This design comes from an exercise in tuning for small area, a short achievable clock period and few clock cycles on the open sky130 flow, not from production work.
Function was not checked in any run shown here: the RTL went through the layout flow alone.

`standard.sh`:
```
#!/bin/bash
# synth_recipe.tcl (not shown) runs the flow's synth.tcl, then flattens the netlist and writes it again
# the make line also repeats each setting of config.mk as NAME=value (left out here)
make -C /OpenROAD-flow-scripts/flow DESIGN_CONFIG=/design/flow/config.mk WORK_HOME=/design/flow/orfs CLKGATE_MAP_FILE= SYNTH_SCRIPT=/design/flow/synth_recipe.tcl "${@:-finish}"
```
`flow/run.sh`:
```
#!/bin/bash
# The standard layout (the standard.sh), with plain buffers on the ports
# instead of delay buffers. Each tool's output goes to standard.log here and
# to the ORFS logs under orfs/logs/.
export BUFFER_PORTS_ARGS="-buffer_cell sky130_fd_sc_hd__buf_2"
bash standard.sh > standard.log 2>&1
```
`design.v`:
```
module cross_calculator(x0, y0, x1, y1, pos);
input  [10:0] x0;
input  [10:0] y0;
input  [10:0] x1;
input  [10:0] y1;
output        pos;
wire pp1 = x0[0] & y1[0];
wire pp2 = x0[0] & y1[1];
wire pp3 = x0[0] & y1[2];
wire pp4 = x0[0] & y1[3];
wire pp5 = x0[0] & y1[4];
wire pp6 = x0[0] & y1[5];
wire pp7 = x0[0] & y1[6];
wire pp8 = x0[0] & y1[7];
wire pp9 = x0[0] & y1[8];
wire pp10 = x0[0] & y1[9];
wire pp11 = ~(x0[0] & y1[10]);
wire pp12 = x0[1] & y1[0];
wire pp13 = x0[1] & y1[1];
wire pp14 = x0[1] & y1[2];
wire pp15 = x0[1] & y1[3];
wire pp16 = x0[1] & y1[4];
wire pp17 = x0[1] & y1[5];
wire pp18 = x0[1] & y1[6];
wire pp19 = x0[1] & y1[7];
wire pp20 = x0[1] & y1[8];
wire pp21 = x0[1] & y1[9];
wire pp22 = ~(x0[1] & y1[10]);
wire pp23 = x0[2] & y1[0];
wire pp24 = x0[2] & y1[1];
wire pp25 = x0[2] & y1[2];
wire pp26 = x0[2] & y1[3];
wire pp27 = x0[2] & y1[4];
wire pp28 = x0[2] & y1[5];
wire pp29 = x0[2] & y1[6];
wire pp30 = x0[2] & y1[7];
wire pp31 = x0[2] & y1[8];
wire pp32 = x0[2] & y1[9];
wire pp33 = ~(x0[2] & y1[10]);
wire pp34 = x0[3] & y1[0];
wire pp35 = x0[3] & y1[1];
wire pp36 = x0[3] & y1[2];
wire pp37 = x0[3] & y1[3];
wire pp38 = x0[3] & y1[4];
wire pp39 = x0[3] & y1[5];
wire pp40 = x0[3] & y1[6];
wire pp41 = x0[3] & y1[7];
wire pp42 = x0[3] & y1[8];
wire pp43 = x0[3] & y1[9];
wire pp44 = ~(x0[3] & y1[10]);
wire pp45 = x0[4] & y1[0];
wire pp46 = x0[4] & y1[1];
wire pp47 = x0[4] & y1[2];
wire pp48 = x0[4] & y1[3];
wire pp49 = x0[4] & y1[4];
wire pp50 = x0[4] & y1[5];
wire pp51 = x0[4] & y1[6];
wire pp52 = x0[4] & y1[7];
wire pp53 = x0[4] & y1[8];
wire pp54 = x0[4] & y1[9];
wire pp55 = ~(x0[4] & y1[10]);
wire pp56 = x0[5] & y1[0];
wire pp57 = x0[5] & y1[1];
wire pp58 = x0[5] & y1[2];
wire pp59 = x0[5] & y1[3];
wire pp60 = x0[5] & y1[4];
wire pp61 = x0[5] & y1[5];
wire pp62 = x0[5] & y1[6];
wire pp63 = x0[5] & y1[7];
wire pp64 = x0[5] & y1[8];
wire pp65 = x0[5] & y1[9];
wire pp66 = ~(x0[5] & y1[10]);
wire pp67 = x0[6] & y1[0];
wire pp68 = x0[6] & y1[1];
wire pp69 = x0[6] & y1[2];
wire pp70 = x0[6] & y1[3];
wire pp71 = x0[6] & y1[4];
wire pp72 = x0[6] & y1[5];
wire pp73 = x0[6] & y1[6];
wire pp74 = x0[6] & y1[7];
wire pp75 = x0[6] & y1[8];
wire pp76 = x0[6] & y1[9];
wire pp77 = ~(x0[6] & y1[10]);
wire pp78 = x0[7] & y1[0];
wire pp79 = x0[7] & y1[1];
wire pp80 = x0[7] & y1[2];
wire pp81 = x0[7] & y1[3];
wire pp82 = x0[7] & y1[4];
wire pp83 = x0[7] & y1[5];
wire pp84 = x0[7] & y1[6];
wire pp85 = x0[7] & y1[7];
wire pp86 = x0[7] & y1[8];
wire pp87 = x0[7] & y1[9];
wire pp88 = ~(x0[7] & y1[10]);
wire pp89 = x0[8] & y1[0];
wire pp90 = x0[8] & y1[1];
wire pp91 = x0[8] & y1[2];
wire pp92 = x0[8] & y1[3];
wire pp93 = x0[8] & y1[4];
wire pp94 = x0[8] & y1[5];
wire pp95 = x0[8] & y1[6];
wire pp96 = x0[8] & y1[7];
wire pp97 = x0[8] & y1[8];
wire pp98 = x0[8] & y1[9];
wire pp99 = ~(x0[8] & y1[10]);
wire pp100 = x0[9] & y1[0];
wire pp101 = x0[9] & y1[1];
wire pp102 = x0[9] & y1[2];
wire pp103 = x0[9] & y1[3];
wire pp104 = x0[9] & y1[4];
wire pp105 = x0[9] & y1[5];
wire pp106 = x0[9] & y1[6];
wire pp107 = x0[9] & y1[7];
wire pp108 = x0[9] & y1[8];
wire pp109 = x0[9] & y1[9];
wire pp110 = ~(x0[9] & y1[10]);
wire pp111 = ~(x0[10] & y1[0]);
wire pp112 = ~(x0[10] & y1[1]);
wire pp113 = ~(x0[10] & y1[2]);
wire pp114 = ~(x0[10] & y1[3]);
wire pp115 = ~(x0[10] & y1[4]);
wire pp116 = ~(x0[10] & y1[5]);
wire pp117 = ~(x0[10] & y1[6]);
wire pp118 = ~(x0[10] & y1[7]);
wire pp119 = ~(x0[10] & y1[8]);
wire pp120 = ~(x0[10] & y1[9]);
wire pp121 = x0[10] & y1[10];
wire pp122 = ~(y0[0] & x1[0]);
wire pp123 = ~(y0[0] & x1[1]);
wire pp124 = ~(y0[0] & x1[2]);
wire pp125 = ~(y0[0] & x1[3]);
wire pp126 = ~(y0[0] & x1[4]);
wire pp127 = ~(y0[0] & x1[5]);
wire pp128 = ~(y0[0] & x1[6]);
wire pp129 = ~(y0[0] & x1[7]);
wire pp130 = ~(y0[0] & x1[8]);
wire pp131 = ~(y0[0] & x1[9]);
wire pp132 = y0[0] & x1[10];
wire pp133 = ~(y0[1] & x1[0]);
wire pp134 = ~(y0[1] & x1[1]);
wire pp135 = ~(y0[1] & x1[2]);
wire pp136 = ~(y0[1] & x1[3]);
wire pp137 = ~(y0[1] & x1[4]);
wire pp138 = ~(y0[1] & x1[5]);
wire pp139 = ~(y0[1] & x1[6]);
wire pp140 = ~(y0[1] & x1[7]);
wire pp141 = ~(y0[1] & x1[8]);
wire pp142 = ~(y0[1] & x1[9]);
wire pp143 = y0[1] & x1[10];
wire pp144 = ~(y0[2] & x1[0]);
wire pp145 = ~(y0[2] & x1[1]);
wire pp146 = ~(y0[2] & x1[2]);
wire pp147 = ~(y0[2] & x1[3]);
wire pp148 = ~(y0[2] & x1[4]);
wire pp149 = ~(y0[2] & x1[5]);
wire pp150 = ~(y0[2] & x1[6]);
wire pp151 = ~(y0[2] & x1[7]);
wire pp152 = ~(y0[2] & x1[8]);
wire pp153 = ~(y0[2] & x1[9]);
wire pp154 = y0[2] & x1[10];
wire pp155 = ~(y0[3] & x1[0]);
wire pp156 = ~(y0[3] & x1[1]);
wire pp157 = ~(y0[3] & x1[2]);
wire pp158 = ~(y0[3] & x1[3]);
wire pp159 = ~(y0[3] & x1[4]);
wire pp160 = ~(y0[3] & x1[5]);
wire pp161 = ~(y0[3] & x1[6]);
wire pp162 = ~(y0[3] & x1[7]);
wire pp163 = ~(y0[3] & x1[8]);
wire pp164 = ~(y0[3] & x1[9]);
wire pp165 = y0[3] & x1[10];
wire pp166 = ~(y0[4] & x1[0]);
wire pp167 = ~(y0[4] & x1[1]);
wire pp168 = ~(y0[4] & x1[2]);
wire pp169 = ~(y0[4] & x1[3]);
wire pp170 = ~(y0[4] & x1[4]);
wire pp171 = ~(y0[4] & x1[5]);
wire pp172 = ~(y0[4] & x1[6]);
wire pp173 = ~(y0[4] & x1[7]);
wire pp174 = ~(y0[4] & x1[8]);
wire pp175 = ~(y0[4] & x1[9]);
wire pp176 = y0[4] & x1[10];
wire pp177 = ~(y0[5] & x1[0]);
wire pp178 = ~(y0[5] & x1[1]);
wire pp179 = ~(y0[5] & x1[2]);
wire pp180 = ~(y0[5] & x1[3]);
wire pp181 = ~(y0[5] & x1[4]);
wire pp182 = ~(y0[5] & x1[5]);
wire pp183 = ~(y0[5] & x1[6]);
wire pp184 = ~(y0[5] & x1[7]);
wire pp185 = ~(y0[5] & x1[8]);
wire pp186 = ~(y0[5] & x1[9]);
wire pp187 = y0[5] & x1[10];
wire pp188 = ~(y0[6] & x1[0]);
wire pp189 = ~(y0[6] & x1[1]);
wire pp190 = ~(y0[6] & x1[2]);
wire pp191 = ~(y0[6] & x1[3]);
wire pp192 = ~(y0[6] & x1[4]);
wire pp193 = ~(y0[6] & x1[5]);
wire pp194 = ~(y0[6] & x1[6]);
wire pp195 = ~(y0[6] & x1[7]);
wire pp196 = ~(y0[6] & x1[8]);
wire pp197 = ~(y0[6] & x1[9]);
wire pp198 = y0[6] & x1[10];
wire pp199 = ~(y0[7] & x1[0]);
wire pp200 = ~(y0[7] & x1[1]);
wire pp201 = ~(y0[7] & x1[2]);
wire pp202 = ~(y0[7] & x1[3]);
wire pp203 = ~(y0[7] & x1[4]);
wire pp204 = ~(y0[7] & x1[5]);
wire pp205 = ~(y0[7] & x1[6]);
wire pp206 = ~(y0[7] & x1[7]);
wire pp207 = ~(y0[7] & x1[8]);
wire pp208 = ~(y0[7] & x1[9]);
wire pp209 = y0[7] & x1[10];
wire pp210 = ~(y0[8] & x1[0]);
wire pp211 = ~(y0[8] & x1[1]);
wire pp212 = ~(y0[8] & x1[2]);
wire pp213 = ~(y0[8] & x1[3]);
wire pp214 = ~(y0[8] & x1[4]);
wire pp215 = ~(y0[8] & x1[5]);
wire pp216 = ~(y0[8] & x1[6]);
wire pp217 = ~(y0[8] & x1[7]);
wire pp218 = ~(y0[8] & x1[8]);
wire pp219 = ~(y0[8] & x1[9]);
wire pp220 = y0[8] & x1[10];
wire pp221 = ~(y0[9] & x1[0]);
wire pp222 = ~(y0[9] & x1[1]);
wire pp223 = ~(y0[9] & x1[2]);
wire pp224 = ~(y0[9] & x1[3]);
wire pp225 = ~(y0[9] & x1[4]);
wire pp226 = ~(y0[9] & x1[5]);
wire pp227 = ~(y0[9] & x1[6]);
wire pp228 = ~(y0[9] & x1[7]);
wire pp229 = ~(y0[9] & x1[8]);
wire pp230 = ~(y0[9] & x1[9]);
wire pp231 = y0[9] & x1[10];
wire pp232 = y0[10] & x1[0];
wire pp233 = y0[10] & x1[1];
wire pp234 = y0[10] & x1[2];
wire pp235 = y0[10] & x1[3];
wire pp236 = y0[10] & x1[4];
wire pp237 = y0[10] & x1[5];
wire pp238 = y0[10] & x1[6];
wire pp239 = y0[10] & x1[7];
wire pp240 = y0[10] & x1[8];
wire pp241 = y0[10] & x1[9];
wire pp242 = ~(y0[10] & x1[10]);
wire s243, c244;
assign {c244, s243} = pp10 + pp20 + pp30;
wire s245, c246;
assign {c246, s245} = pp11 + pp21 + pp31;
wire s247, c248;
assign {c248, s247} = pp41 + pp51 + pp61;
wire s249, c250;
assign {c250, s249} = pp71 + pp81;
wire s251, c252;
assign {c252, s251} = pp22 + pp32 + pp42;
wire s253, c254;
assign {c254, s253} = pp52 + pp62 + pp72;
wire s255, c256;
assign {c256, s255} = pp82 + pp92;
wire s257, c258;
assign {c258, s257} = pp33 + pp43 + pp53;
wire s259, c260;
assign {c260, s259} = pp7 + pp17 + pp27;
wire s261, c262;
assign {c262, s261} = pp8 + pp18 + pp28;
wire s263, c264;
assign {c264, s263} = pp38 + pp48 + pp58;
wire s265, c266;
assign {c266, s265} = pp68 + pp78;
wire s267, c268;
assign {c268, s267} = pp9 + pp19 + pp29;
wire s269, c270;
assign {c270, s269} = pp39 + pp49 + pp59;
wire s271, c272;
assign {c272, s271} = pp69 + pp79 + pp89;
wire s273, c274;
assign {c274, s273} = pp130 + pp140 + pp150;
wire s275, c276;
assign {c276, s275} = pp160 + pp170;
wire s277, c278;
assign {c278, s277} = pp40 + pp50 + pp60;
wire s279, c280;
assign {c280, s279} = pp70 + pp80 + pp90;
wire s281, c282;
assign {c282, s281} = pp100 + pp131 + pp141;
wire s283, c284;
assign {c284, s283} = pp151 + pp161 + pp171;
wire s285, c286;
assign {c286, s285} = pp181 + pp191 + pp201;
wire s287, c288;
assign {c288, s287} = pp211 + pp221;
wire s289, c290;
assign {c290, s289} = pp91 + pp101 + pp111;
wire s291, c292;
assign {c292, s291} = pp132 + pp142 + pp152;
wire s293, c294;
assign {c294, s293} = pp162 + pp172 + pp182;
wire s295, c296;
assign {c296, s295} = pp192 + pp202 + pp212;
wire s297, c298;
assign {c298, s297} = pp222 + pp232 + c244;
wire s299, c300;
assign {c300, s299} = s245 + s247 + s249;
wire s301, c302;
assign {c302, s301} = pp102 + pp112 + pp143;
wire s303, c304;
assign {c304, s303} = pp153 + pp163 + pp173;
wire s305, c306;
assign {c306, s305} = pp183 + pp193 + pp203;
wire s307, c308;
assign {c308, s307} = pp213 + pp223 + pp233;
wire s309, c310;
assign {c310, s309} = c246 + c248 + c250;
wire s311, c312;
assign {c312, s311} = s251 + s253 + s255;
wire s313, c314;
assign {c314, s313} = pp63 + pp73 + pp83;
wire s315, c316;
assign {c316, s315} = pp93 + pp103 + pp113;
wire s317, c318;
assign {c318, s317} = pp154 + pp164 + pp174;
wire s319, c320;
assign {c320, s319} = pp184 + pp194 + pp204;
wire s321, c322;
assign {c322, s321} = pp214 + pp224 + pp234;
wire s323, c324;
assign {c324, s323} = c252 + c254 + c256;
wire s325, c326;
assign {c326, s325} = pp44 + pp54 + pp64;
wire s327, c328;
assign {c328, s327} = pp74 + pp84 + pp94;
wire s329, c330;
assign {c330, s329} = pp104 + pp114 + pp165;
wire s331, c332;
assign {c332, s331} = pp175 + pp185 + pp195;
wire s333, c334;
assign {c334, s333} = pp205 + pp215 + pp225;
wire s335, c336;
assign {c336, s335} = pp55 + pp65 + pp75;
wire s337, c338;
assign {c338, s337} = pp85 + pp95 + pp105;
wire s339, c340;
assign {c340, s339} = pp115 + pp176 + pp186;
wire s341, c342;
assign {c342, s341} = pp66 + pp76 + pp86;
wire s343, c344;
assign {c344, s343} = pp5 + pp15 + pp25;
wire s345, c346;
assign {c346, s345} = pp6 + pp16 + pp26;
wire s347, c348;
assign {c348, s347} = pp36 + pp46 + pp56;
wire s349, c350;
assign {c350, s349} = pp127 + pp137;
wire s351, c352;
assign {c352, s351} = pp37 + pp47 + pp57;
wire s353, c354;
assign {c354, s353} = pp67 + pp128 + pp138;
wire s355, c356;
assign {c356, s355} = pp148 + pp158 + pp168;
wire s357, c358;
assign {c358, s357} = pp178 + pp188;
wire s359, c360;
assign {c360, s359} = pp129 + pp139 + pp149;
wire s361, c362;
assign {c362, s361} = pp159 + pp169 + pp179;
wire s363, c364;
assign {c364, s363} = pp189 + pp199 + c260;
wire s365, c366;
assign {c366, s365} = s261 + s263 + s265;
wire s367, c368;
assign {c368, s367} = pp180 + pp190 + pp200;
wire s369, c370;
assign {c370, s369} = pp210 + c262 + c264;
wire s371, c372;
assign {c372, s371} = c266 + s267 + s269;
wire s373, c374;
assign {c374, s373} = s271 + s273 + s275;
wire s375, c376;
assign {c376, s375} = s243 + c268 + c270;
wire s377, c378;
assign {c378, s377} = c272 + c274 + c276;
wire s379, c380;
assign {c380, s379} = s277 + s279 + s281;
wire s381, c382;
assign {c382, s381} = s283 + s285 + s287;
wire s383, c384;
assign {c384, s383} = c278 + c280 + c282;
wire s385, c386;
assign {c386, s385} = c284 + c286 + c288;
wire s387, c388;
assign {c388, s387} = s289 + s291 + s293;
wire s389, c390;
assign {c390, s389} = s295 + s297 + s299;
wire s391, c392;
assign {c392, s391} = c290 + c292 + c294;
wire s393, c394;
assign {c394, s393} = c296 + c298 + c300;
wire s395, c396;
assign {c396, s395} = s301 + s303 + s305;
wire s397, c398;
assign {c398, s397} = s307 + s309 + s311;
wire s399, c400;
assign {c400, s399} = s257 + c302 + c304;
wire s401, c402;
assign {c402, s401} = c306 + c308 + c310;
wire s403, c404;
assign {c404, s403} = c312 + s313 + s315;
wire s405, c406;
assign {c406, s405} = s317 + s319 + s321;
wire s407, c408;
assign {c408, s407} = pp235 + c258 + c314;
wire s409, c410;
assign {c410, s409} = c316 + c318 + c320;
wire s411, c412;
assign {c412, s411} = c322 + c324 + s325;
wire s413, c414;
assign {c414, s413} = s327 + s329 + s331;
wire s415, c416;
assign {c416, s415} = pp196 + pp206 + pp216;
wire s417, c418;
assign {c418, s417} = pp226 + pp236 + c326;
wire s419, c420;
assign {c420, s419} = c328 + c330 + c332;
wire s421, c422;
assign {c422, s421} = c334 + s335 + s337;
wire s423, c424;
assign {c424, s423} = pp96 + pp106 + pp116;
wire s425, c426;
assign {c426, s425} = pp187 + pp197 + pp207;
wire s427, c428;
assign {c428, s427} = pp217 + pp227 + pp237;
wire s429, c430;
assign {c430, s429} = c336 + c338 + c340;
wire s431, c432;
assign {c432, s431} = pp77 + pp87 + pp97;
wire s433, c434;
assign {c434, s433} = pp107 + pp117 + pp198;
wire s435, c436;
assign {c436, s435} = pp208 + pp218 + pp228;
wire s437, c438;
assign {c438, s437} = pp88 + pp98 + pp108;
wire s439, c440;
assign {c440, s439} = pp3 + pp13;
wire s441, c442;
assign {c442, s441} = pp4 + pp14 + pp24;
wire s443, c444;
assign {c444, s443} = pp34 + pp125 + pp135;
wire s445, c446;
assign {c446, s445} = pp35 + pp45 + pp126;
wire s447, c448;
assign {c448, s447} = pp136 + pp146 + pp156;
wire s449, c450;
assign {c450, s449} = pp166 + s343;
wire s451, c452;
assign {c452, s451} = pp147 + pp157 + pp167;
wire s453, c454;
assign {c454, s453} = pp177 + c344 + s345;
wire s455 = ~(s347 ^ s349);
wire c456 = s347 | s349;
wire s457, c458;
assign {c458, s457} = s259 + c346 + c348;
wire s459, c460;
assign {c460, s459} = c350 + s351 + s353;
wire s461 = ~(s355 ^ s357);
wire c462 = s355 | s357;
wire s463, c464;
assign {c464, s463} = c352 + c354 + c356;
wire s465, c466;
assign {c466, s465} = c358 + s359 + s361;
wire s467 = ~(s363 ^ s365);
wire c468 = s363 | s365;
wire s469, c470;
assign {c470, s469} = c360 + c362 + c364;
wire s471, c472;
assign {c472, s471} = c366 + s367 + s369;
wire s473 = ~(s371 ^ s373);
wire c474 = s371 | s373;
wire s475, c476;
assign {c476, s475} = c368 + c370 + c372;
wire s477, c478;
assign {c478, s477} = c374 + s375 + s377;
wire s479 = ~(s379 ^ s381);
wire c480 = s379 | s381;
wire s481, c482;
assign {c482, s481} = c376 + c378 + c380;
wire s483, c484;
assign {c484, s483} = c382 + s383 + s385;
wire s485 = ~(s387 ^ s389);
wire c486 = s387 | s389;
wire s487, c488;
assign {c488, s487} = c384 + c386 + c388;
wire s489, c490;
assign {c490, s489} = c390 + s391 + s393;
wire s491 = ~(s395 ^ s397);
wire c492 = s395 | s397;
wire s493, c494;
assign {c494, s493} = s323 + c392 + c394;
wire s495, c496;
assign {c496, s495} = c396 + c398 + s399;
wire s497, c498;
assign {c498, s497} = s401 + s403 + s405;
wire s499, c500;
assign {c500, s499} = s333 + c400 + c402;
wire s501, c502;
assign {c502, s501} = c404 + c406 + s407;
wire s503, c504;
assign {c504, s503} = s409 + s411 + s413;
wire s505, c506;
assign {c506, s505} = s339 + c408 + c410;
wire s507, c508;
assign {c508, s507} = c412 + c414 + s415;
wire s509, c510;
assign {c510, s509} = s417 + s419 + s421;
wire s511, c512;
assign {c512, s511} = s341 + c416 + c418;
wire s513, c514;
assign {c514, s513} = c420 + c422 + s423;
wire s515, c516;
assign {c516, s515} = s425 + s427 + s429;
wire s517, c518;
assign {c518, s517} = pp238 + c342 + c424;
wire s519, c520;
assign {c520, s519} = c426 + c428 + c430;
wire s521, c522;
assign {c522, s521} = s431 + s433 + s435;
wire s523, c524;
assign {c524, s523} = pp118 + pp209 + pp219;
wire s525, c526;
assign {c526, s525} = pp229 + pp239 + c432;
wire s527, c528;
assign {c528, s527} = c434 + c436 + s437;
wire s529, c530;
assign {c530, s529} = pp99 + pp109 + pp119;
wire s531, c532;
assign {c532, s531} = pp220 + pp230 + pp240;
wire s533, c534;
assign {c534, s533} = pp2 + pp12;
wire s535, c536;
assign {c536, s535} = pp23 + pp124 + pp134;
wire s537, c538;
assign {c538, s537} = pp144 + s439;
wire s539, c540;
assign {c540, s539} = pp145 + pp155 + c440;
wire s541 = ~(s441 ^ s443);
wire c542 = s441 | s443;
wire s543, c544;
assign {c544, s543} = c442 + c444 + s445;
wire s545 = ~(s447 ^ s449);
wire c546 = s447 | s449;
wire s547, c548;
assign {c548, s547} = c446 + c448 + c450;
wire s549, c550;
assign {c550, s549} = s451 + s453 + s455;
wire s551, c552;
assign {c552, s551} = c452 + c454 + c456;
wire s553, c554;
assign {c554, s553} = s457 + s459 + s461;
wire s555, c556;
assign {c556, s555} = c458 + c460 + c462;
wire s557, c558;
assign {c558, s557} = s463 + s465 + s467;
wire s559, c560;
assign {c560, s559} = c464 + c466 + c468;
wire s561, c562;
assign {c562, s561} = s469 + s471 + s473;
wire s563, c564;
assign {c564, s563} = c470 + c472 + c474;
wire s565, c566;
assign {c566, s565} = s475 + s477 + s479;
wire s567, c568;
assign {c568, s567} = c476 + c478 + c480;
wire s569, c570;
assign {c570, s569} = s481 + s483 + s485;
wire s571, c572;
assign {c572, s571} = c482 + c484 + c486;
wire s573, c574;
assign {c574, s573} = s487 + s489 + s491;
wire s575, c576;
assign {c576, s575} = c488 + c490 + c492;
wire s577, c578;
assign {c578, s577} = s493 + s495 + s497;
wire s579, c580;
assign {c580, s579} = c494 + c496 + c498;
wire s581, c582;
assign {c582, s581} = s499 + s501 + s503;
wire s583, c584;
assign {c584, s583} = c500 + c502 + c504;
wire s585, c586;
assign {c586, s585} = s505 + s507 + s509;
wire s587, c588;
assign {c588, s587} = c506 + c508 + c510;
wire s589, c590;
assign {c590, s589} = s511 + s513 + s515;
wire s591, c592;
assign {c592, s591} = c512 + c514 + c516;
wire s593, c594;
assign {c594, s593} = s517 + s519 + s521;
wire s595, c596;
assign {c596, s595} = c518 + c520 + c522;
wire s597, c598;
assign {c598, s597} = s523 + s525 + s527;
wire s599, c600;
assign {c600, s599} = c438 + c524 + c526;
wire s601, c602;
assign {c602, s601} = c528 + s529 + s531;
wire s603, c604;
assign {c604, s603} = pp110 + pp120 + pp231;
wire s605, c606;
assign {c606, s605} = pp241 + c530 + c532;
wire s607, c608;
assign {c608, s607} = pp123 + pp133;
wire s609, c610;
assign {c610, s609} = c534 + s535 + s537;
wire s611, c612;
assign {c612, s611} = c536 + c538 + s539;
wire s613, c614;
assign {c614, s613} = c540 + c542 + s543;
wire s615, c616;
assign {c616, s615} = c544 + c546 + s547;
wire s617, c618;
assign {c618, s617} = c548 + c550 + s551;
wire s619, c620;
assign {c620, s619} = c552 + c554 + s555;
wire s621, c622;
assign {c622, s621} = c556 + c558 + s559;
wire s623, c624;
assign {c624, s623} = c560 + c562 + s563;
wire s625, c626;
assign {c626, s625} = c564 + c566 + s567;
wire s627, c628;
assign {c628, s627} = c568 + c570 + s571;
wire s629, c630;
assign {c630, s629} = c572 + c574 + s575;
wire s631, c632;
assign {c632, s631} = c576 + c578 + s579;
wire s633, c634;
assign {c634, s633} = c580 + c582 + s583;
wire s635, c636;
assign {c636, s635} = c584 + c586 + s587;
wire s637, c638;
assign {c638, s637} = c588 + c590 + s591;
wire s639, c640;
assign {c640, s639} = c592 + c594 + s595;
wire s641, c642;
assign {c642, s641} = c596 + c598 + s599;
wire s643, c644;
assign {c644, s643} = c600 + c602 + s603;
wire s645, c646;
assign {c646, s645} = pp121 + pp242 + c604;
wire s647, c648;
assign {c648, s647} = pp1 + pp122;
wire s649 = ~(s533 ^ s607);
wire c650 = s533 | s607;
wire s651 = ~(c608 ^ s609);
wire c652 = c608 | s609;
wire s653, c654;
assign {c654, s653} = s541 + c610 + s611;
wire s655, c656;
assign {c656, s655} = s545 + c612 + s613;
wire s657, c658;
assign {c658, s657} = s549 + c614 + s615;
wire s659, c660;
assign {c660, s659} = s553 + c616 + s617;
wire s661, c662;
assign {c662, s661} = s557 + c618 + s619;
wire s663, c664;
assign {c664, s663} = s561 + c620 + s621;
wire s665, c666;
assign {c666, s665} = s565 + c622 + s623;
wire s667, c668;
assign {c668, s667} = s569 + c624 + s625;
wire s669, c670;
assign {c670, s669} = s573 + c626 + s627;
wire s671, c672;
assign {c672, s671} = s577 + c628 + s629;
wire s673, c674;
assign {c674, s673} = s581 + c630 + s631;
wire s675, c676;
assign {c676, s675} = s585 + c632 + s633;
wire s677, c678;
assign {c678, s677} = s589 + c634 + s635;
wire s679, c680;
assign {c680, s679} = s593 + c636 + s637;
wire s681, c682;
assign {c682, s681} = s597 + c638 + s639;
wire s683, c684;
assign {c684, s683} = s601 + c640 + s641;
wire s685, c686;
assign {c686, s685} = s605 + c642 + s643;
wire s687, c688;
assign {c688, s687} = c606 + c644 + s645;
wire [21:0] ra = {c646, c686, c684, c682, c680, c678, c676, c674, c672, c670, c668, c666, c664, c662, c660, c658, c656, c654, c652, c650, c648, s647};
wire [21:0] rb = {c688, s687, s685, s683, s681, s679, s677, s675, s673, s671, s669, s667, s665, s663, s661, s659, s657, s655, s653, s651, s649, 1'b1};
wire [21:0] sum = ra + rb;
assign pos = ~sum[21];
endmodule
module PSE ( clk,
			reset,
			Xin,
			Yin,
			point_num,
			valid,
			Xout,
			Yout);
input        clk;
input        reset;
input [9:0]  Xin;
input [9:0]  Yin;
input [2:0]  point_num;
output       valid;
output [9:0] Xout;
output [9:0] Yout;
reg  [3:0] cyc;
reg  [2:0] n;
reg  [9:0] p0x, p0y;
reg  [10:0] sx1, sy1, sx2, sy2, sx3, sy3, sx4, sy4, sx5, sy5;
reg        cr;          
reg  [3:0] xs0, xs1;    
reg  [3:0] ys0, ys1;    
wire [3:0] xs = cr ? xs1 : xs0;
wire [3:0] ys = cr ? ys1 : ys0;
reg  [4:0] osel;        
reg        vld;
reg        c12, c13, c23, b5first;
reg        mg;          
reg  [1:0] ia0, ia1;    
reg  [1:0] ib0, ib1;    
wire [1:0] ia = cr ? ia1 : ia0;
wire [1:0] ib = cr ? ib1 : ib0;
wire c;   
wire [10:0] ax = ({11{xs[0]}} & sx1) | ({11{xs[1]}} & sx2) | ({11{xs[2]}} & sx3) | ({11{xs[3]}} & sx4);
wire [10:0] ay = ({11{xs[0]}} & sy1) | ({11{xs[1]}} & sy2) | ({11{xs[2]}} & sy3) | ({11{xs[3]}} & sy4);
wire [10:0] bx = ({11{ys[0]}} & sx2) | ({11{ys[1]}} & sx3) | ({11{ys[2]}} & sx4) | ({11{ys[3]}} & sx5);
wire [10:0] by = ({11{ys[0]}} & sy2) | ({11{ys[1]}} & sy3) | ({11{ys[2]}} & sy4) | ({11{ys[3]}} & sy5);
cross_calculator CC(.x0(ax), .y0(ay), .x1(bx), .y1(by), .pos(c));
wire big = n[2] & (n[1] | n[0]);           
wire [3:0] start = big ? {1'b0, n} + 4'd1 : {1'b0, n};    
wire [3:0] stop  = start + {1'b0, n} - 4'd1;              
wire pre  = (cyc == start - 4'd1);         
function [3:0] headA;    
	input [1:0] k;
	input x12, x13, x23;
	input [2:0] nn;
	reg [1:0] r1, r2, r3;
	begin
		if (nn == 3'd3) begin
			r1 = 2'd0; r2 = 2'd3; r3 = 2'd3;
		end else if (nn == 3'd4) begin
			r1 = {1'b0, x12}; r2 = {1'b0, ~x12}; r3 = 2'd3;
		end else begin
			r1 = {1'b0, x12} + {1'b0, x13};
			r2 = {1'b0, ~x12} + {1'b0, x23};
			r3 = {1'b0, ~x13} + {1'b0, ~x23};
		end
		headA = {1'b0, r3 == k, r2 == k, r1 == k};
	end
endfunction
function [3:0] headB;
	input       k;
	input       b5;
	input [2:0] nn;
	begin
		case (nn)
			3'd3: headB = 4'b0001;
			3'd4: headB = 4'b0010;
			3'd5: headB = 4'b0100;
			default: headB = (k ^ b5) ? 4'b1000 : 4'b0100;
		endcase
	end
endfunction
wire [4:0] xslot = {1'b0, xs};
wire [4:0] yslot = {ys, 1'b0};
reg [3:0] xs_n [0:1];
reg [3:0] ys_n [0:1];
reg [4:0] osel_n [0:1];
reg       vld_n [0:1];
reg       mg_n [0:1];
reg [1:0] ia_n [0:1];
reg [1:0] ib_n [0:1];
reg       c12_n [0:1], c13_n [0:1], c23_n [0:1], b5_n [0:1];
reg [1:0] sizeA;
reg [1:0] sizeB;
reg       aLeft, bLeft;
reg       takeB;
integer v;
always @(*) begin
	sizeA = big ? 2'd3 : (n == 3'd4 ? 2'd2 : 2'd1);
	sizeB = (n == 3'd6) ? 2'd2 : 2'd1;
	aLeft = (ia < sizeA);
	bLeft = (ib < sizeB);
	for (v = 0; v < 2; v = v + 1) begin
		c12_n[v] = (cyc == 4'd3) ? v[0] : c12;
		c13_n[v] = (cyc == 4'd4) ? v[0] : c13;
		c23_n[v] = (cyc == 4'd5) ? v[0] : c23;
		b5_n[v]  = (cyc == 4'd6) ? v[0] : b5first;
		xs_n[v] = 4'b0000;
		ys_n[v] = 4'b0000;
		osel_n[v] = 5'b00000;
		vld_n[v] = 1'b0;
		mg_n[v] = 1'b0;
		ia_n[v] = 2'd0;
		ib_n[v] = 2'd0;
		takeB = bLeft & (~aLeft | v[0]);
		if (mg) begin
			vld_n[v] = 1'b1;
			osel_n[v] = takeB ? yslot : xslot;
			ia_n[v] = takeB ? ia : ia + 2'd1;
			ib_n[v] = takeB ? ib + 2'd1 : ib;
			mg_n[v] = (cyc != stop - 4'd1);
			xs_n[v] = headA(ia_n[v], c12, c13, c23, n);
			ys_n[v] = headB(ib_n[v][0], b5first, n);
		end else if (pre) begin
			vld_n[v] = 1'b1;
			mg_n[v] = 1'b1;
			xs_n[v] = headA(2'd0, c12_n[v], c13_n[v], c23_n[v], n);
			ys_n[v] = headB(1'b0, b5_n[v], n);
		end else begin
			case (cyc)
				4'd2: begin xs_n[v] = 4'b0001; ys_n[v] = 4'b0001; end   
				4'd3: begin xs_n[v] = 4'b0001; ys_n[v] = 4'b0010; end   
				4'd4: begin xs_n[v] = 4'b0010; ys_n[v] = 4'b0010; end   
				4'd5: begin xs_n[v] = 4'b1000; ys_n[v] = 4'b1000; end   
				default: ;
			endcase
		end
	end
end
always @(posedge clk or posedge reset) begin
	if (reset) begin
		cyc <= 4'd0;
		vld <= 1'b0;
		mg  <= 1'b0;
	end else begin
		cyc <= (cyc == stop) ? 4'd0 : cyc + 4'd1;
		vld <= (cyc != 4'd0) & (c ? vld_n[1] : vld_n[0]);
		mg  <= (cyc != 4'd0) & (c ? mg_n[1] : mg_n[0]);
	end
end
always @(posedge clk) begin
	if (cyc == 4'd0) begin
		p0x <= Xin;
		p0y <= Yin;
		n   <= point_num;
	end
	if (cyc == 4'd1) begin sx1 <= {1'b0, Xin} - {1'b0, p0x}; sy1 <= {1'b0, Yin} - {1'b0, p0y}; end
	if (cyc == 4'd2) begin sx2 <= {1'b0, Xin} - {1'b0, p0x}; sy2 <= {1'b0, Yin} - {1'b0, p0y}; end
	if (cyc == 4'd3) begin sx3 <= {1'b0, Xin} - {1'b0, p0x}; sy3 <= {1'b0, Yin} - {1'b0, p0y}; end
	if (cyc == 4'd4) begin sx4 <= {1'b0, Xin} - {1'b0, p0x}; sy4 <= {1'b0, Yin} - {1'b0, p0y}; end
	if (cyc == 4'd5) begin sx5 <= {1'b0, Xin} - {1'b0, p0x}; sy5 <= {1'b0, Yin} - {1'b0, p0y}; end
	cr    <= c;
	xs0   <= xs_n[0];
	xs1   <= xs_n[1];
	ys0   <= ys_n[0];
	ys1   <= ys_n[1];
	osel  <= c ? osel_n[1] : osel_n[0];
	ia0   <= ia_n[0];
	ia1   <= ia_n[1];
	ib0   <= ib_n[0];
	ib1   <= ib_n[1];
	c12 <= c12_n[c];
	c13 <= c13_n[c];
	c23 <= c23_n[c];
	b5first <= b5_n[c];
end
wire [9:0] ovx = ({10{osel[0]}} & sx1[9:0]) | ({10{osel[1]}} & sx2[9:0]) | ({10{osel[2]}} & sx3[9:0])
               | ({10{osel[3]}} & sx4[9:0]) | ({10{osel[4]}} & sx5[9:0]);
wire [9:0] ovy = ({10{osel[0]}} & sy1[9:0]) | ({10{osel[1]}} & sy2[9:0]) | ({10{osel[2]}} & sy3[9:0])
               | ({10{osel[3]}} & sy4[9:0]) | ({10{osel[4]}} & sy5[9:0]);
assign valid = vld;
assign Xout = ovx + p0x;
assign Yout = ovy + p0y;
endmodule
```
`config.mk`:
```
export PLATFORM = sky130hd
export DESIGN_NAME = PSE
export DESIGN_NICKNAME = PSE
export VERILOG_FILES = /design/flow/design.v
export SDC_FILE = /design/flow/constraint.sdc
export NUM_CORES = 4
export LEC_CHECK = 0
export CAP_MARGIN = 20
export CORE_MARGIN = 2
export CORE_UTILIZATION = 40
export SETUP_SLACK_MARGIN = 4.5
export SLEW_MARGIN = 20
```
`constraint.sdc`:
```
create_clock -name core_clock -period 11.0 [get_ports {clk}]
set_input_delay 2.2000 -clock core_clock [delete_from_list [all_inputs] [get_ports {clk}]]
set_output_delay 2.2000 -clock core_clock [all_outputs]
set_load 0.01 [all_outputs]
```
==> out/results.ini, run 1 <==
[route]
ant_nets = 0
drc_errors = 0
totalWireLength_um = 50300
via_per_inst = 5.78
dr.first_iter.drc_count = 1331
firstDrtPassIters = 6
routedWlPerCell_um = 22.2
via_count = 13100

[place]
dpl_cell_area_sq_um = 17200
hpwl_um = 35900
place_congestion = 0.931
dpl.cell_count = 2150
post-place-ws_ns = 2.85
placement.io_buffers = 45

[worst_hold_path]
min-delay-start = cyc[0]
hold_path_class = flip-flop to flip-flop

[clock_tree]
root_buffer = clkbuf_16
numCtsBuffers = 17
insertion_delay_ns = 0.44
cts.clk_slew.worst_paths_ns = 0.07
cts_tree = done
htreeDepth = 4
clockBufferDepth = 2
cts_sinks = 170

[floorplanning]
ios = 46
core_sq_um = 40600
die-width_um = 206
chipHeight_um = 206
initial_utilization_pct = 40.3
rows = 74
die-area_sq_um = 42400

[layout]
final_area_sq_um = 18800
seq_area_sq_um = 4810
drive_above_1_share_pct = 17.3
multiInputGateArea_sq_um = 10900
diodes = 0
fillCellCount = 3856
nNetsFinal = 2055
syn_to_final_growth_pct = 15.1
final_cell_count_no_fill = 2265
fin_util_pct = 46.3

[setup_path]
slowest_stage = fa_2
max_stage_delay_ns = 0.56
cp-startpoint = cr
crit_top_cell = fa_2
crit_path_end_kind = flip-flop
r2r_cells = 25
cp_data_required_time_ns = 11.36
arrival_ns = 7.15
startpoint_type = flip-flop
r2r_end = osel[0]
rr_startpoint = cr
critPathCapture = osel[0]
worst-r2r-setup-slack_ns = 4.21
worstSetupPathType = flip-flop to flip-flop
worst-path-max-fanout = 7

[global_routing]
grt_max_degree = 29
antenna_found_initial = 0
grt_pass1_vias = 13300
grt_overflow = 0
grt_usage_pct = 24.4
grt_pass1_wl_um = 77200

[synth]
synth_cell_types = 74
synth_nets = 1949
synth.avg_cell_area_sq_um = 10.1
synth_seq_area_share_pct = 29.4
synth_enable_flop_cells = 137
synth_flop_cell = edfxtp_1
netlist_top_cells_area = edfxtp_1 (25%), fa_1 (25%), ha_1 (8.1%)
synth.top_cell.area_share_pct = 25.2
syn_inst = 1614
ys.warnings.count = 12
async_flop_share_pct = 3.53
synth_area_sq_um = 16300
yosys.area.top_type = edfxtp_1
synth_seq_cells = 170

[timing]
hold_viol_final = 0
setup_slack_ns = 4.21
finalSetupViolCount = 0
hold_slack_ns = 0.584
fin_crit_ns = 6.79
max_slew_margin_pct = 28.7
rsz0062_at_grt = true
skew_ns = 0.00826
final.period_utilization_pct = 61.7
fmax_ghz = 0.147
timing.final.max_slew_violations = 0
tns_ns = 0
tightest_slew_ns = 1.07

[run_status]
status = timing/DRC/antenna clean

[run]
drv_cap = 0

worst max-delay path, delay by kind of cell, from the launching register on:
| kind | cells | cell delay (ns) |
|---|---|---|
| AOI/OAI and AO/OA | 6 | 1.22 |
| DFF | 1 | 0.37 |
| muxes | 1 | 0.41 |
| adders and majority gates | 8 | 3.43 |
| buffers and inverters | 8 | 0.83 |
| and+or+nand+nor | 1 | 0.20 |
| xor gates and xnor gates | 1 | 0.21 |
area by class of cell:
class,count,share of cell area (%)
Multi-Input combinational cell,1182,58.3
Sequential cell,170,25.6
Timing Repair Buffer,148,5.63
Inverter,201,4.01
Tap cell,532,3.54
Clock buffer,19,2.42
Clock inverter,13,0.566
timing repair:
action                                  4_1_cts  5_1_grt
pin swaps                                    61        3
endpoints found under the hold margin         0        0
hold buffers                                  0        0
cloned                                        6        0
buffers inserted                             71        6
gates resized for setup                      91       11
endpoints found under the setup margin       10       10
how the worst min path moves through the flow:
| stage | end | depth (start not counted) |
|---|---|---|
| after floorplan | cyc[0] | 1 |
| after global placement | cyc[0] | 1 |
| after detailed placement | cyc[0] | 1 |
| after CTS | cyc[0] | 1 |
| after global routing | cyc[0] | 1 |
| final | cyc[0] | 1 |
layer usage:
| layer | track usage, % | up-vias | share of wire (%) | routed length (um) |
|---|---|---|---|---|
| met5 | 0 | - | 0 | 0 |
| met4 | 11.7 | 0 | 5.0 | 2490 |
| met3 | 3.26 | 143 | 7.4 | 3730 |
| met2 | 41.4 | 613 | 48 | 24300 |
| met1 | 30.7 | 6567 | 39 | 19800 |
| li1 | - | 5767 | - | - |
synthesized netlist by cell type, types with 7 or more instances:
cell type,count
a31oi_1,8
a21oi_1,40
nand3_1,14
fa_1,204
a221o_1,15
xor2_1,13
dfxtp_1,27
nand2_1,214
a22o_1,29
edfxtp_1,137
o21ai_0,28
nand4_1,22
nor4_1,9
xnor2_1,42
a21o_1,7
a211oi_1,7
inv_1,200
nand2b_1,15
or2_2,13
and3_1,8
nor3_1,16
a222oi_1,21
ha_1,106
clkbuf_1,39
buf_2,22
nor2b_1,8
and4_1,15
a22oi_1,28
and2_1,19
a221oi_1,18
nor2_1,175
cells in the final DEF (no fill, tap or decap), types with 6 or more instances in the layout:
cell type	n
a221o_2	6
a22oi_1	26
a21o_1	7
xnor2_1	41
o211ai_1	6
nand2b_1	15
nand2_1	209
buf_4	94
mux2_4	8
and4_1	9
nor2_1	173
a221oi_2	9
dfxtp_1	26
a31oi_1	6
dfrtp_1	6
nor4_1	8
a221oi_1	7
a22o_1	29
nand4_1	22
edfxtp_1	137
xor2_1	13
a221o_1	8
inv_2	10
fa_2	25
ha_1	104
o21ai_0	27
nor3_1	16
buf_2	45
a222oi_1	21
inv_1	191
fa_1	179
clkbuf_16	18
or2_2	13
nand3_1	13
and3_1	6
and2_1	18
nor2b_1	8
a21oi_1	40
cell families (layout without fill, tap and decap cells):
group	Yosys count	in the layout	synth area share, %
xor+xnor	55	55	2.95
mux	12	18	0.996
fa+ha+maj	310	310	33.1
compound gates	252	252	11.7
flops	170	170	29.4
simple gates	547	547	15.3
buf+inv	268	381	6.42
state kept, by name, indices dropped and copies added (netlist names), 2 cells and up, named ones only:
signal and flops:
sx2 11, xs1 4, sy5 11, sx1 11, sx4 11, xs0 3
ia0 2, ys0 2, ib1 2, p0x 10, n 3, p0y 10
sx3 11, sy4 11, sy2 11, ys1 4, sy3 11, ia1 2
cyc 4, ib0 2, sx5 11, sy1 11, osel 5
==> inputs of run 2 (changes only) <==
==> run.sh (new file) <==
#!/bin/bash
# synth_recipe.tcl (not shown) runs the flow's synth.tcl, then flattens the netlist and writes it again
# the make line also repeats each setting of config.mk as NAME=value (left out here)
make -C /OpenROAD-flow-scripts/flow DESIGN_CONFIG=/design/flow/config.mk WORK_HOME=/design/flow/orfs CLKGATE_MAP_FILE= SYNTH_SCRIPT=/design/flow/synth_recipe.tcl finish
removed: flow/run.sh
removed: standard.sh
==> run 2 against run 1 <==
  * Still clean on timing, DRC and antenna
  * Worst setup slack improved by 0.16 ns
  * Cell area increased by 2.9%
  * Global-route usage about the same
  * Register-to-register slack improved by 0.16 ns
  * Via count decreased by 0.34%
  * Die area unchanged
  * Hold slack improved by 0.0079 ns
  * Synthesized cell count unchanged
==> out/results.ini, run 2 <==
[place]
hpwl_um = 35200  ; was 35900 um
place_congestion = 0.935  ; was 0.931
placement.io_buffers = 45  ; unchanged

[setup_path]
cp_data_required_time_ns = 11.19  ; was 11.36 ns
worst-path-max-fanout = 6  ; was 7
startpoint_type = flip-flop  ; unchanged
r2r_cells = 22  ; was 25
crit_path_end_kind = flip-flop  ; unchanged
max_stage_delay_ns = 0.56  ; about the same
slowest_stage = fa_2  ; unchanged
arrival_ns = 6.82  ; was 7.15 ns
cp_cell_sequence = buf_6 -> mux2_8 -> a221oi_4 -> buf_4 -> buf_4 -> nor2_1 -> fa_2 -> fa_2 -> inv_2 -> fa_2 -> fa_2 -> fa_2 -> fa_2 -> fa_1 -> inv_2 -> ha_4 -> nand2_4 -> nor4_4 -> o211a_4 -> nand3b_1 -> xnor2_2 -> buf_4
worstSetupPathType = flip-flop to flip-flop  ; unchanged
crit_top_cell = fa_2  ; unchanged

[synth]
yosys.area.top_type = edfxtp_1  ; unchanged
synth_compound_area_share_pct = 11.7  ; unchanged
synth_simple_gate_area_share_pct = 15.3  ; unchanged
netlist_top_cells_area = edfxtp_1 (25%), fa_1 (25%), ha_1 (8.1%)  ; unchanged
synth_mux_area_share_pct = 0.996  ; unchanged
ys.warnings.count = 12  ; unchanged
synth_top_family_by_area = adder cells  ; unchanged
synthXorXnorAreaFrac_pct = 2.95  ; unchanged
synth_common_cells = nand2_1 (214), fa_1 (204), inv_1 (200)  ; unchanged
synth.top_cell.area_share_pct = 25.2  ; unchanged
synth_cell_types = 74  ; unchanged
synth_area_sq_um = 16300  ; unchanged
synth.avg_cell_area_sq_um = 10.1  ; unchanged
synth_enable_flop_cells = 137  ; unchanged
synth_seq_area_share_pct = 29.4  ; unchanged
syn_inst = 1614  ; unchanged
synth_seq_cells = 170  ; unchanged
async_flop_share_pct = 3.53  ; unchanged
synthAdderAreaFrac_pct = 33.1  ; unchanged
yosysMostFrequentCell = nand2_1  ; unchanged
synth_nets = 1949  ; unchanged
synth_flop_cell = edfxtp_1  ; unchanged

[clock_tree]
htreeDepth = 4  ; unchanged
numCtsBuffers = 17  ; unchanged
clockBufferDepth = 2  ; unchanged
holdBufCountCts = 0  ; unchanged
insertion_delay_ns = 0.44  ; about the same
cts.clk_slew.worst_paths_ns = 0.07  ; about the same
root_buffer = clkbuf_16  ; unchanged
cts_tree = done  ; unchanged
cts_sinks = 170  ; unchanged

[floorplanning]
die-width_um = 206  ; unchanged
die-area_sq_um = 42400  ; unchanged
chipHeight_um = 206  ; unchanged
rows = 74  ; unchanged
ios = 46  ; unchanged
initial_utilization_pct = 40.3  ; unchanged
core_sq_um = 40600  ; unchanged

[layout]
drive_above_1_share_pct = 16.5  ; was 17.3%
nNetsFinal = 2066  ; was 2055
layout_commonest_cell = nand2_1  ; unchanged
diodes = 0  ; unchanged
final_cell_mix = nand2_1 (207), inv_1 (189), nor2_1 (174)  ; was nand2_1 (209), inv_1 (191), fa_1 (179)
fin_util_pct = 47.7  ; was 46.3%
fillCellCount = 3783  ; was 3856
syn_to_final_growth_pct = 18.5  ; was 15.1%

[timing]
tns_ns = 0  ; unchanged
timing.final.max_slew_violations = 0  ; unchanged
tightest_slew_ns = 1.06  ; was 1.07 ns
fin_crit_ns = 6.63  ; was 6.79 ns
rsz0062_at_grt = true  ; unchanged
hold_viol_final = 0  ; unchanged
final.period_utilization_pct = 60.3  ; was 61.7%
max_slew_margin_pct = 29.5  ; was 28.7%
finalSetupViolCount = 0  ; unchanged
skew_ns = 0.0144  ; was 0.00826 ns
fmax_ghz = 0.151  ; was 0.147 GHz

[route]
via_per_inst = 5.73  ; was 5.78
via_count = 13000  ; was 13100
routedWlPerCell_um = 21.9  ; was 22.2 um
totalWireLength_um = 50000  ; was 50300 um
drc_errors = 0  ; unchanged
firstDrtPassIters = 8  ; was 6
ant_nets = 0  ; unchanged
dr.first_iter.drc_count = 1382  ; was 1331

[run]
drv_cap = 0  ; unchanged

[global_routing]
grt_max_degree = 29  ; unchanged
grt_pass1_vias = 13400  ; was 13300
antenna_found_initial = 0  ; unchanged
grt_overflow = 0  ; unchanged
grt_pass1_wl_um = 77600  ; was 77200 um
grt_usage_pct = 24.4  ; about the same

[worst_hold_path]
hold_depth = 1  ; unchanged
hold_path_class = flip-flop to flip-flop  ; unchanged

[run_status]
status = timing/DRC/antenna clean  ; unchanged

## run 2: cell counts after synthesis
No cell type changed its count.
## run 2: through the flow
| stage | hold slack (ns) | cells | cell area (sq um) | setup WS, ns |
|---|---|---|---|---|
| floorplan | 0.515 | 1614 | 16400 | 4.56 |
| global placement | 0.574 | 2151 | 17400 | 3.17 |
| detailed placement | 0.590 | 2151 | 17400 | 3.10 |
| CTS | 0.600 | 2272 | 19300 | 4.39 |
| global route | 0.639 | 2276 | 19300 | 4.19 |
| finish | 0.592 | 2276 | 19300 | 4.37 |
## run 2: final cells by class
type / count / area (sq um) / share of cell area (%)
Clock inverter: 11 / 80.1 / 0.414
Multi-Input combinational cell: 1186 / 11100 / 57.5
Timing Repair Buffer: 155 / 1410 / 7.28
Clock buffer: 21 / 504 / 2.61
Tap cell: 532 / 666 / 3.44
Sequential cell: 170 / 4810 / 24.9
Inverter: 201 / 754 / 3.90
## run 2: critical path: cells and delay by family, from the launching register on
family,cells,cell delay [ns]
XOR/XNOR,1,0.13
flip-flops,1,0.41
AND/OR/NAND/NOR,4,0.73
buffers and inverters,6,0.70
adder cells (fa/ha/maj),8,3.36
multiplexers,1,0.39
AO/OA/AOI/OAI,2,0.66
## run 2: timing repair
action | CTS | global route
gates resized for setup | 124 | 12
setup buffers | 78 | 4
cloned | 11 | 0
setup endpoints to repair | 10 | 11
pin swaps | 62 | 12
## run 2: per-layer routing
metal  share of wire (%)  track usage, %
met4                 5.2            11.7
met1                  39            30.8
met3                 7.4            3.80
met5                   0               0
met2                  48            40.9
## run 2: cells by family after synthesis
kind of cell,count (synthesis)
AOI/OAI and AO/OA,252
xor gates and xnor gates,55
adders and majority gates,310
buffers and inverters,268
DFF,170
muxes,12
and+or+nand+nor,547
## run 2: path summary, 6_finish.rpt
path | startpoint | endpoint | slack, ns
max in group asynchronous | reset | mg | 8.86
max | cr | flip-flop | 4.37
min | cyc[0] | cyc[0] | 0.59
min reg2reg | cyc[0] | cyc[0] | 0.59
min in group asynchronous | reset | cyc[2] | 1.97
max reg2reg | cr | flip-flop | 4.37
==> inputs of run 3 (changes only) <==
--- a/design.v
+++ b/design.v
@@ -718,19 +718,26 @@
 reg  [9:0] p0x, p0y;
 reg  [10:0] sx1, sy1, sx2, sy2, sx3, sy3, sx4, sy4, sx5, sy5;
 reg        cr;          
+assign cr_ = cr;
 reg  [3:0] xs0, xs1;    
 reg  [3:0] ys0, ys1;    
 wire [3:0] xs = cr ? xs1 : xs0;
 wire [3:0] ys = cr ? ys1 : ys0;
-reg  [4:0] osel;        
+reg  [4:0] osel0, osel1;  
+wire [4:0] osel = cr ? osel1 : osel0;
 reg        vld;
-reg        c12, c13, c23, b5first;
+reg        c12r, c13r, c23r, b5r;    
 reg        mg;          
 reg  [1:0] ia0, ia1;    
 reg  [1:0] ib0, ib1;    
 wire [1:0] ia = cr ? ia1 : ia0;
 wire [1:0] ib = cr ? ib1 : ib0;
 wire c;   
+wire cr_;
+wire c12     = (cyc == 4'd4) ? cr_ : c12r;
+wire c13     = (cyc == 4'd5) ? cr_ : c13r;
+wire c23     = (cyc == 4'd6) ? cr_ : c23r;
+wire b5first = (cyc == 4'd7) ? cr_ : b5r;
 wire [10:0] ax = ({11{xs[0]}} & sx1) | ({11{xs[1]}} & sx2) | ({11{xs[2]}} & sx3) | ({11{xs[3]}} & sx4);
 wire [10:0] ay = ({11{xs[0]}} & sy1) | ({11{xs[1]}} & sy2) | ({11{xs[2]}} & sy3) | ({11{xs[3]}} & sy4);
 wire [10:0] bx = ({11{ys[0]}} & sx2) | ({11{ys[1]}} & sx3) | ({11{ys[2]}} & sx4) | ({11{ys[3]}} & sx5);
@@ -855,15 +862,16 @@
 	xs1   <= xs_n[1];
 	ys0   <= ys_n[0];
 	ys1   <= ys_n[1];
-	osel  <= c ? osel_n[1] : osel_n[0];
+	osel0 <= osel_n[0];
+	osel1 <= osel_n[1];
 	ia0   <= ia_n[0];
 	ia1   <= ia_n[1];
 	ib0   <= ib_n[0];
 	ib1   <= ib_n[1];
-	c12 <= c12_n[c];
-	c13 <= c13_n[c];
-	c23 <= c23_n[c];
-	b5first <= b5_n[c];
+	c12r <= c12;
+	c13r <= c13;
+	c23r <= c23;
+	b5r  <= b5first;
 end
 wire [9:0] ovx = ({10{osel[0]}} & sx1[9:0]) | ({10{osel[1]}} & sx2[9:0]) | ({10{osel[2]}} & sx3[9:0])
                | ({10{osel[3]}} & sx4[9:0]) | ({10{osel[4]}} & sx5[9:0]);
==> flow/run.sh (new file) <==
#!/bin/bash
# The standard layout (the standard.sh), with plain buffers on the ports
# instead of delay buffers. Each tool's output goes to standard.log here and
# to the ORFS logs under orfs/logs/.
export BUFFER_PORTS_ARGS="-buffer_cell sky130_fd_sc_hd__buf_2"
bash standard.sh > standard.log 2>&1
==> standard.sh (new file) <==
#!/bin/bash
# synth_recipe.tcl (not shown) runs the flow's synth.tcl, then flattens the netlist and writes it again
# the make line also repeats each setting of config.mk as NAME=value (left out here)
make -C /OpenROAD-flow-scripts/flow DESIGN_CONFIG=/design/flow/config.mk WORK_HOME=/design/flow/orfs CLKGATE_MAP_FILE= SYNTH_SCRIPT=/design/flow/synth_recipe.tcl "${@:-finish}"
--- a/config.mk
+++ b/config.mk
@@ -8,5 +8,5 @@
 export CAP_MARGIN = 20
 export CORE_MARGIN = 2
 export CORE_UTILIZATION = 40
-export SETUP_SLACK_MARGIN = 4.5
+export SETUP_SLACK_MARGIN = 4.0
 export SLEW_MARGIN = 20
removed: run.sh
==> run 3 against run 2 <==
  * Worst setup slack worse by 0.068 ns
  * Sequential cell count is 5 higher
  * Sequential share of layout area is 2.1 points higher
  * Maximum frequency is 1.0% lower
  * First-iteration DRC count is 27% lower
  * Register-to-register slack worse by 0.07 ns
  * Via count is 6.6% lower
  * Hold slack worse by 0.016 ns
  * Die area is 1.5% higher
  * Highest routed layer is now met5
==> out/results.ini, run 3 <==
[layout]
layout_commonest_cell = nand2_1  ; unchanged
syn_to_final_growth_pct = 9.15  ; was 18.5%
diodes = 0  ; unchanged
fin_util_pct = 44.3  ; was 47.7%
nNetsFinal = 1992  ; was 2066
final_area_sq_um = 18100  ; was 19300 sq um
drive_above_1_share_pct = 10.5  ; was 16.5%
final_cell_mix = nand2_1 (220), fa_1 (204), inv_1 (196)  ; was nand2_1 (207), inv_1 (189), nor2_1 (174)
fillCellCount = 3811  ; was 3783

[setup_path]
worst-path-max-fanout = 34  ; was 6
worstSetupPathType = flip-flop to flip-flop  ; unchanged
crit_path_end_kind = flip-flop  ; unchanged
startpoint_type = flip-flop  ; unchanged
cp_data_required_time_ns = 11.36  ; was 11.19 ns
arrival_ns = 7.06  ; was 6.82 ns

[place]
placement.io_buffers = 45  ; unchanged
place_congestion = 0.938  ; was 0.935
post-place-ws_ns = 3.12  ; was 3.10 ns
hpwl_um = 34100  ; was 35200 um
dpl_cell_area_sq_um = 17300  ; was 17400 sq um

[clock_tree]
htreeDepth = 4  ; unchanged
holdBufCountCts = 0  ; unchanged
cts.clk_slew.worst_paths_ns = 0.07  ; about the same
numCtsBuffers = 17  ; unchanged
insertion_delay_ns = 0.44  ; about the same
cts_tree = done  ; unchanged
clockBufferDepth = 2  ; unchanged
root_buffer = clkbuf_16  ; unchanged
cts_sinks = 175  ; was 170

[route]
via_count = 12200  ; was 13000
routedWlPerCell_um = 20.2  ; was 21.9 um
drc_errors = 0  ; unchanged
dr.first_iter.drc_count = 1004  ; was 1382
ant_nets = 0  ; unchanged
via_per_inst = 5.53  ; was 5.73
totalWireLength_um = 44400  ; was 50000 um
firstDrtPassIters = 6  ; was 8

[timing]
timing.final.max_slew_violations = 0  ; unchanged
finalSetupViolCount = 0  ; unchanged
hold_viol_final = 0  ; unchanged
skew_ns = 0.00831  ; was 0.0144 ns
setup_slack_ns = 4.30  ; was 4.37 ns
rsz0062_at_grt = false  ; was true
fmax_ghz = 0.149  ; was 0.151 GHz
tns_ns = 0  ; unchanged
max_slew_margin_pct = 45.5  ; was 29.5%
fin_crit_ns = 6.70  ; was 6.63 ns
final.period_utilization_pct = 60.9  ; was 60.3%
tightest_slew_ns = 0.818  ; was 1.06 ns

[synth]
synth_cell_types = 82  ; was 74
synth.top_cell.area_share_pct = 24.6  ; was 25.2%
synth_flop_cell = edfxtp_1  ; unchanged
synth_seq_area_share_pct = 29.4  ; about the same
synth_nets = 1956  ; was 1949
yosys.area.top_type = fa_1  ; was edfxtp_1
syn_inst = 1621  ; was 1614
synth_enable_flop_cells = 133  ; was 137
synth_area_sq_um = 16600  ; was 16300 sq um
ys.warnings.count = 12  ; unchanged
yosysMostFrequentCell = nand2_1  ; unchanged
synth.avg_cell_area_sq_um = 10.2  ; was 10.1 sq um
synth_seq_cells = 175  ; was 170
synth_common_cells = nand2_1 (222), fa_1 (204), inv_1 (196)  ; was nand2_1 (214), fa_1 (204), inv_1 (200)
netlist_top_cells_area = fa_1 (25%), edfxtp_1 (24%), ha_1 (8.0%)  ; was edfxtp_1 (25%), fa_1 (25%), ha_1 (8.1%)
async_flop_share_pct = 3.43  ; was 3.53%

[run_status]
status = timing/DRC/antenna clean  ; unchanged

[floorplanning]
core_sq_um = 40800  ; was 40600 sq um
die-width_um = 208  ; was 206 um
chipHeight_um = 208  ; was 206 um
rows = 74  ; unchanged
die-area_sq_um = 43100  ; was 42400 sq um
initial_utilization_pct = 40.6  ; was 40.3%
ios = 46  ; unchanged

[global_routing]
antenna_found_initial = 1  ; was 0
grt_usage_pct = 20.5  ; was 24.4%
grt_overflow = 0  ; unchanged
grt_max_degree = 36  ; was 29
grt_pass1_wl_um = 69200  ; was 77600 um
grt_pass1_vias = 12600  ; was 13400

[worst_hold_path]
hold_path_class = flip-flop to flip-flop  ; unchanged

[run]
drv_cap = 0  ; unchanged

run 3: layout make-up:
type	instances	area, sq um	share of cell area (%)
sequential	175	4870	26.9
tap	532	666	3.68
inverter	202	759	4.20
multi-input combinational	1183	10800	59.5
timing repair buffer	78	510	2.82
clock buffer	18	429	2.37
clock inverter	14	95.1	0.526
run 3: worst paths after layout:
kind	startpoint	slack [ns]	end	cells past startpoint
max reg2reg	cr	4.30	cr	21
min in group asynchronous	reset	1.66	cyc[0]	2
min	c13r	0.58	c13r	2
min reg2reg	c13r	0.58	c13r	2
max	cr	4.30	cr	21
max in group asynchronous	reset	9.14	cyc[3]	2
run 3: metal layers:
| metal | global-route usage, % | up-vias | routed length (um) |
|---|---|---|---|
| met5 | 0 | - | 13 |
| met4 | 7.02 | 2 | 993 |
| met3 | 3.25 | 65 | 2760 |
| met2 | 34.1 | 425 | 21300 |
| met1 | 27.4 | 6093 | 19400 |
| li1 | - | 5602 | - |
run 3: per-stage QoR:
step | instances | hold slack [ns]
after floorplan | 1621 | 0.487
after global placement | 2155 | 0.538
after detailed placement | 2155 | 0.554
after CTS | 2187 | 0.576
after global routing | 2202 | 0.621
final | 2202 | 0.576
run 3: worst max-delay path, cell delays in order (launching register included):
cell and delay (ns):
dfxtp_4 0.39, buf_12 0.17, mux2_8 0.49, a221o_2 0.49, inv_1 0.13, nor2_1 0.07
fa_1 0.49, fa_1 0.43, inv_1 0.08, fa_1 0.44, fa_1 0.48, fa_1 0.49
fa_1 0.52, fa_1 0.54, inv_1 0.04, ha_1 0.31, nand4_1 0.13, nor2_1 0.07
a211oi_2 0.23, a211oi_2 0.14, a2111oi_4 0.31, xnor2_1 0.16
run 3: what timing repair did:
action / 4_1_cts / 5_1_grt
setup buffers: 0 / 13
cloned: 0 / 2
pin swaps: 1 / 6
hold endpoints to repair: 0 / 0
endpoints found under the setup margin: 1 / 1
resized for setup: 10 / 23
run 3: logic make-up after synthesis:
kind of cell	Yosys count	synth area share, %
AOI/OAI and AO/OA	231	11.5
buffers and inverters	264	6.44
xor gates and xnor gates	57	3.01
adders and majority gates	310	32.6
and+or+nand+nor	557	15.1
DFF	175	29.4
muxes	27	1.95
==> inputs of run 4 (changes only) <==
--- a/config.mk
+++ b/config.mk
@@ -8,5 +8,5 @@
 export CAP_MARGIN = 20
 export CORE_MARGIN = 2
 export CORE_UTILIZATION = 40
-export SETUP_SLACK_MARGIN = 4.0
+export SETUP_SLACK_MARGIN = 4.5
 export SLEW_MARGIN = 20
==> run 4 against run 3 <==
  * Critical path depth increased by 2
  * Synthesized area stayed put
  * Core utilization up 1.5 points
  * Sequential cell count is the same
  * Clock skew shrank 0.0020 ns
  * Die area unchanged
  * Critical path type unchanged
  * Critical endpoint unchanged
  * Largest cell class unchanged
==> out/results.ini, run 4 <==
[route]
totalWireLength_um = 46600  ; was 44400 um
via_count = 12400  ; was 12200
highest_layer = met4  ; was met5
wl_met2_um = 22200  ; was 21300 um
dr.first_iter.drc_count = 1034  ; was 1004
wirelength_met1_um = 20000  ; was 19400 um
route.met3.wl_um = 3230  ; was 2760 um

[layout]
final_area_sq_um = 18700  ; was 18100 sq um
nNetsFinal = 2028  ; was 1992
syn_to_final_growth_pct = 12.8  ; was 9.15%
diodes = 0  ; unchanged

[floorplanning]
die-width_um = 208  ; unchanged
initial_utilization_pct = 40.6  ; unchanged
die-area_sq_um = 43100  ; unchanged
core_sq_um = 40800  ; unchanged
rows = 74  ; unchanged
chipHeight_um = 208  ; unchanged

[synth]
synth_enable_flop_cells = 133  ; unchanged
netlist_top_cells_area = fa_1 (25%), edfxtp_1 (24%), ha_1 (8.0%)  ; unchanged
synth_cell_types = 82  ; unchanged
async_flop_share_pct = 3.43  ; unchanged
synth_seq_cells = 175  ; unchanged
synth_common_cells = nand2_1 (222), fa_1 (204), inv_1 (196)  ; unchanged
yosys.area.top_type = fa_1  ; unchanged

[place]
placement.io_buffers = 45  ; unchanged
place_congestion = 0.943  ; was 0.938

[global_routing]
grt_usage_pct = 21.9  ; was 20.5%
grt_pass1_vias = 13000  ; was 12600

[timing]
rsz0062_at_grt = true  ; was false
skew_ns = 0.00635  ; was 0.00831 ns
finalSetupViolCount = 0  ; unchanged

[setup_path]
startpoint_type = flip-flop  ; unchanged
crit_path_end_kind = flip-flop  ; unchanged
r2r_end = cr  ; unchanged
worstSetupPathType = flip-flop to flip-flop  ; unchanged
rr_startpoint = cr  ; unchanged
cp-startpoint = cr  ; unchanged
r2r_cells = 23  ; was 21
cp_data_required_time_ns = 11.36  ; about the same

[clock_tree]
root_buffer = clkbuf_16  ; unchanged
htreeDepth = 4  ; unchanged
cts_sinks = 175  ; unchanged
cts_tree = done  ; unchanged

[run_status]
status = timing/DRC/antenna clean  ; unchanged

[worst_hold_path]
hold_depth = 2  ; unchanged

==> run 4: cell counts after synthesis <==
Identical to the previous run, type by type.
==> run 4: cell type report <==
class,instances,area share (%)
repair buffers,108,4.25
multi-input cells,1189,58.9
inverters,202,4.06
flip-flops and latches,175,26.1
clock inverters,15,0.904
clock buffers,17,2.28
well taps,532,3.56
==> run 4: logic make-up (layout without fill, tap and decap cells) <==
group                    Yosys count  count (layout)  synth area share, %
buffers and inverters            264             342                 6.44
adder cells (fa/ha/maj)          310             310                 32.6
XOR/XNOR                          57              57                 3.01
flip-flops                       175             175                 29.4
AO/OA/AOI/OAI                    231             231                 11.5
multiplexers                      27              34                 1.95
AND/OR/NAND/NOR                  557             557                 15.1
==> run 4: metal layers <==
metal  global-route usage (%)  vias up
met5                        0        -
met2                     36.4      484
met1                     29.6     6174
met3                     3.03       75
li1                         -     5687
met4                     6.80        0
==> run 4: stage by stage <==
step	hold WS (ns)	cells	setup slack [ns]	utilization, %
after detailed placement	0.543	2153	3.36	42.4
after CTS	0.560	2218	4.51	45.2
final	0.555	2238	4.59	45.8
after global placement	0.542	2153	3.41	42.4
after floorplan	0.487	1621	4.52	-
after global routing	0.589	2238	4.42	45.8
==> run 4: worst max-delay path, cell delays in order (launching register included) <==
cell	delay [ns]
dfxtp_4	0.38
buf_12	0.15
mux2_4	0.39
nand2_1	0.12
and4_2	0.34
nor2_1	0.09
fa_1	0.48
inv_1	0.06
fa_2	0.54
inv_2	0.05
fa_2	0.55
inv_1	0.04
ha_2	0.17
fa_1	0.50
fa_1	0.54
inv_1	0.05
fa_1	0.51
ha_4	0.21
a21oi_2	0.11
nand2_1	0.07
a211oi_2	0.29
a211oi_2	0.14
a2111oi_4	0.39
xnor2_1	0.16
==> run 4: worst min-delay path by stage <==
stage                 from       end  slack, ns
global placement       b5r       b5r       0.54
floorplan              b5r       b5r       0.49
global route          c13r      c13r       0.59
CTS                 xs1[3]  osel1[3]       0.56
detailed placement    c13r      c13r       0.54
finish                c13r      c13r       0.56
==> run 4: what timing repair did <==
action | 4_1_cts | 5_1_grt
pin swaps | 14 | 23
gates resized for setup | 43 | 21
gates cloned | 9 | 1
setup buffers | 24 | 19
endpoints found under the setup margin | 1 | 5

## static timing again, ports no longer ideal
How much do the figures lean on ideal ports? The routed layouts below were timed once more, with nothing changed but the port constraints.
Step 1, drivers: a clkbuf_16 drives clk and a buf_2 each remaining input, both assumed.
Step 2 times the ports against the registers' clock, not the clock port: input delays grow and output delays shrink by t, the midpoint of the rising clock arrivals with the driver on.
a / b / c = ideal / step 1 / step 2; a / b = the first two.
| run | t (ns) | slack for setup (ns) | clock arrival spread, ns | worst slew at a driven data input, ns |
|---|---|---|---|---|
| run 1 | 0.483 | 4.208 / 4.208 / 4.208 | 0.008 / 0.009 | 0.06 |
| run 2 | 0.479 | 4.370 / 4.370 / 4.370 | 0.015 / 0.014 | 0.05 |
| run 3 | 0.484 | 4.302 / 4.302 / 4.302 | 0.009 / 0.008 | 0.03 |
| run 4 | 0.476 | 4.587 / 4.587 / 4.587 | 0.006 / 0.006 | 0.03 |
After both steps setup and hold are still met in every run listed.
